This is an optimization exercise on Yosys and OpenROAD, whose aim is small area, not a production implementation. Only simulation tests tie the RTL to the original design; equivalence was not proved. Power is estimated from default activity; no workload was simulated.

## the reference run
==> module b12, before the edit <==
module b12(
  input            clock,
  input            reset,
  input            start,
  input      [3:0] k,
  output           nloss,
  output     [3:0] nl,
  output reg       speaker
);
  localparam [3:0]
    C_G0 = 4'd4,  C_G2 = 4'd3,  C_G3 = 4'd0,  C_G4 = 4'd9,  C_G5 = 4'd7,
    C_G8 = 4'd2,  C_G9 = 4'd1,
    C_G6 = 4'd5,  C_G11 = 4'd12, C_G10a = 4'd11, C_W0 = 4'd10,
    C_G7 = 4'd13, C_G12 = 4'd8, C_W1 = 4'd14, C_G10 = 4'd15;
  reg       L;           
  reg [3:0] c;           
  reg [4:0] scan, mx, lvl;
  reg [5:0] cnt;
  reg [4:0] ph;
  reg [1:0] dout, din, nxt;
  reg [2:0] ctr;
  reg       s;
  reg [1:0] ring [0:31];
  wire cdone = (cnt == 6'd33);
  wire last  = (scan == mx);
  wire sG2  = (c == C_G2),  sG5 = (c == C_G5), sG6 = (c == C_G6), sG7 = (c == C_G7);
  wire sG9  = (c == C_G9),  sG10 = (c == C_G10), sG10a = (c == C_G10a);
  wire sG11 = (c == C_G11), sG12 = (c == C_G12), sW0 = (c == C_W0), sW1 = (c == C_W1);
  wire       kany = |k;
  wire [1:0] kidx = k[0] ? 2'd0 : k[1] ? 2'd1 : k[2] ? 2'd2 : 2'd3;
  wire       key  = sG10 && !cdone && kany;
  wire [4:0] fsrc = L ? mx : scan;
  wire [4:0] finc = fsrc + 5'd1;
  wire adv  = sG5 || sG6 || sG7 || sG10a || sG11 || sG12;
  wire zero = sG2 || sG10 || (L && (sG10a || sG11 || sG12)) || (!L && adv && last);
  wire [4:0] fidx = zero ? 5'd0 : adv ? finc : fsrc;
  integer i;
  always @(posedge clock) begin
    for (i = 0; i < 31; i = i + 1) ring[i] <= ring[i+1];
    ring[31] <= (!L && ph == mx) ? din : ring[0];
  end
  always @(posedge clock)
    if (fidx[2:0] == ph[2:0]) nxt <= ring[{fidx[4:3] - ph[4:3], 3'b000}];
  always @(posedge clock)
    if (reset) ph <= 5'd0;
    else       ph <= ph + 5'd1;
  wire [1:0] rdat = (!L && last) ? din : nxt;
  always @(posedge clock) begin
    if (sG5 || sG10a || (cdone && (sG6 || sG11)))   cnt <= {1'b0, lvl};
    else if (sG9)                                   cnt <= 6'd0;
    else if (cdone && (sG7 || sG12 || sW0 || sW1))  cnt <= 6'd25;
    else                                            cnt <= cnt + 6'd1;
    if (c == C_G0 || sG2 || c == C_G3 || c == C_G4 || c == C_G8 || sG9) dout <= rdat;
    else if (key)      dout <= kidx;
    if (sG2 || (cdone && !L && (sG7 || sG12))) scan <= fidx;
    if (start || (cdone && (sG10 || (L && sG12)))) mx <= 5'd0;
    else if (cdone && ((L && sG7) || (!L && sG12 && last))) mx <= finc;
    if (start) lvl <= 5'd0;
    else if (cdone && !L && sG12 && last) lvl <= finc;
    if (sG2) din <= ph[1:0];
  end
  always @(posedge clock) begin
    if (reset) begin
      L <= 1'b0; c <= C_G0;
    end else if (start) begin
      L <= 1'b0; c <= C_G2;
    end else begin
      if (sG10 && cdone) L <= 1'b1;
      else if (key)      L <= (dout != kidx);
      case (c)
        C_G0:   ;
        C_G2:   c <= C_G3;
        C_G3:   c <= C_G4;
        C_G4:   c <= C_G5;
        C_G5:   c <= C_G6;
        C_G6:   if (cdone) c <= C_G7;
        C_G7:   if (cdone) c <= !last ? C_G3 : L ? C_W0 : C_G8;
        C_G8:   c <= C_G9;
        C_G9:   c <= C_G10;
        C_G10:  if (cdone) c <= C_G3; else if (kany) c <= C_G10a;
        C_G10a: c <= C_G11;
        C_G11:  if (cdone) c <= C_G12;
        C_G12:  if (cdone) c <= L ? C_G3 : !last ? C_G8 : (mx != 5'd31) ? C_G2 : C_W0;
        C_W0:   if (cdone) c <= C_W1;
        C_W1:   if (cdone) c <= C_W0;
        default: c <= C_G0;
      endcase
    end
  end
  wire play = sG6 || sG11 || sG10a || sW0;
  wire lit  = sG6 || sG11 || (L && sW0);
  wire [2:0] thr = sW0 ? (L ? 3'd1 : 3'd6) : {1'b0, dout} + 3'd2;
  assign nloss = L;
  assign nl = (!L && sW1) ? 4'b1111 : lit ? (4'b0001 << dout) : 4'b0000;
  always @(posedge clock) begin
    if (reset) begin
      s <= 1'b0; speaker <= 1'b0;
    end else if (play && ctr > thr) begin
      s <= ~s; speaker <= ~s;
    end else if (!play)
      speaker <= 1'b0;
    if (play && !(ctr > thr)) ctr <= ctr + 3'd1;
    else                      ctr <= 3'd0;
  end
endmodule
make LEC_CHECK=0 ABC_AREA=1 CAP_MARGIN=20 CORE_MARGIN=2 CORE_UTILIZATION=70 SLEW_MARGIN=20 finish   # period 5.0 ns
run.sh (not shown) runs the stock make flow with config.mk's settings and CLKGATE_MAP_FILE= SYNTH_SCRIPT=/design/flow/synth_recipe.tcl, a recipe that flattens the netlist after the stock synthesis.
Input changes introduced in the trial run (baseline for comparison: the reference run):
--- a/flow/design.v
+++ b/flow/design.v
@@ -7,12 +7,12 @@
   output     [3:0] nl,
   output reg       speaker
 );
   localparam [3:0]
-    C_G0 = 4'd4,  C_G2 = 4'd3,  C_G3 = 4'd0,  C_G4 = 4'd9,  C_G5 = 4'd7,
-    C_G8 = 4'd2,  C_G9 = 4'd1,
-    C_G6 = 4'd5,  C_G11 = 4'd12, C_G10a = 4'd11, C_W0 = 4'd10,
-    C_G7 = 4'd13, C_G12 = 4'd8, C_W1 = 4'd14, C_G10 = 4'd15;
+    C_G0 = 4'd0,  C_G2 = 4'd1,  C_G3 = 4'd2,  C_G4 = 4'd3,  C_G5 = 4'd4,
+    C_G8 = 4'd5,  C_G9 = 4'd6,
+    C_G6 = 4'd8,  C_G11 = 4'd9, C_G10a = 4'd10, C_W0 = 4'd11,
+    C_G7 = 4'd12, C_G12 = 4'd13, C_W1 = 4'd14, C_G10 = 4'd15;
   reg       L;           
   reg [3:0] c;           
   reg [4:0] scan, mx, lvl;
   reg [5:0] cnt;
@@ -30,10 +30,11 @@
   wire [1:0] kidx = k[0] ? 2'd0 : k[1] ? 2'd1 : k[2] ? 2'd2 : 2'd3;
   wire       key  = sG10 && !cdone && kany;
   wire [4:0] fsrc = L ? mx : scan;
   wire [4:0] finc = fsrc + 5'd1;
-  wire adv  = sG5 || sG6 || sG7 || sG10a || sG11 || sG12;
-  wire zero = sG2 || sG10 || (L && (sG10a || sG11 || sG12)) || (!L && adv && last);
+  wire adv  = sG5 || sG6 || sG7 || sG10a || sG11 || sG12 || sG10;
+  wire zero = sG2 || (L && (sG10a || sG11 || sG12)) ||
+              (sG10 && cnt >= 6'd27) || (!L && adv && last);
   wire [4:0] fidx = zero ? 5'd0 : adv ? finc : fsrc;
   integer i;
   always @(posedge clock) begin
     for (i = 0; i < 31; i = i + 1) ring[i] <= ring[i+1];
@@ -49,9 +50,9 @@
     if (sG5 || sG10a || (cdone && (sG6 || sG11)))   cnt <= {1'b0, lvl};
     else if (sG9)                                   cnt <= 6'd0;
     else if (cdone && (sG7 || sG12 || sW0 || sW1))  cnt <= 6'd25;
     else                                            cnt <= cnt + 6'd1;
-    if (c == C_G0 || sG2 || c == C_G3 || c == C_G4 || c == C_G8 || sG9) dout <= rdat;
+    if (!c[3] && !sG5) dout <= rdat;
     else if (key)      dout <= kidx;
     if (sG2 || (cdone && !L && (sG7 || sG12))) scan <= fidx;
     if (start || (cdone && (sG10 || (L && sG12)))) mx <= 5'd0;
     else if (cdone && ((L && sG7) || (!L && sG12 && last))) mx <= finc;
@@ -86,9 +87,9 @@
         default: c <= C_G0;
       endcase
     end
   end
-  wire play = sG6 || sG11 || sG10a || sW0;
+  wire play = c[3] & ~c[2];
   wire lit  = sG6 || sG11 || (L && sW0);
   wire [2:0] thr = sW0 ? (L ? 3'd1 : 3'd6) : {1'b0, dout} + 3'd2;
   assign nloss = L;
   assign nl = (!L && sW1) ? 4'b1111 : lit ? (4'b0001 << dout) : 4'b0000;
==> comparison <==
Critical path arrival: the trial run vs the reference run down 40 ps
Taking the reference run as the reference, in the trial run first-iteration detailed-routing DRC count moved up, final RePlAce weighted congestion moved down, net switching power of the design moved down, total power moved down, area after synthesis moved up.
Relative area of non-clock buffer cells in the final design: the trial run vs the reference run, no meaningful difference
The lower number of multi-input combinational cells in the layout of the trial run and the reference run is in the reference run.
The trial run falls short of the reference run in routed wire length.
Summary of the trial run over the reference run: post-place setup slack grew by 150 ps, cell count now sits higher.

==> separate check: timing with driven ports <==
No port has a modelled driver above. Below, the same layouts with a new extraction and two added sets of constraints. Step 1, drivers: a clkbuf_16 drives clock and a buf_2 each remaining input, both assumed. Step 2 adds t to the input delays and takes it off the output delays; t is the mean of the earliest and latest rising clock arrival at the registers after step 1. Input paths then give back, and output paths get back, about the clock's delay inside the block. Three values: ideal ports, drivers, drivers and shift; two values: the first two.
run	shift t [ns]	slack for setup (ns)	hold slack, ns	worst setup path after step 2	cell pins on the clock port's net
the reference run	0.398	1.564 / 1.534 / 1.702	0.333 / 0.333 / 0.333	register to register	1
the trial run	0.403	1.604 / 1.571 / 1.974	0.330 / 0.330 / 0.330	register to output	1
After both steps setup and hold are still met in every run listed.
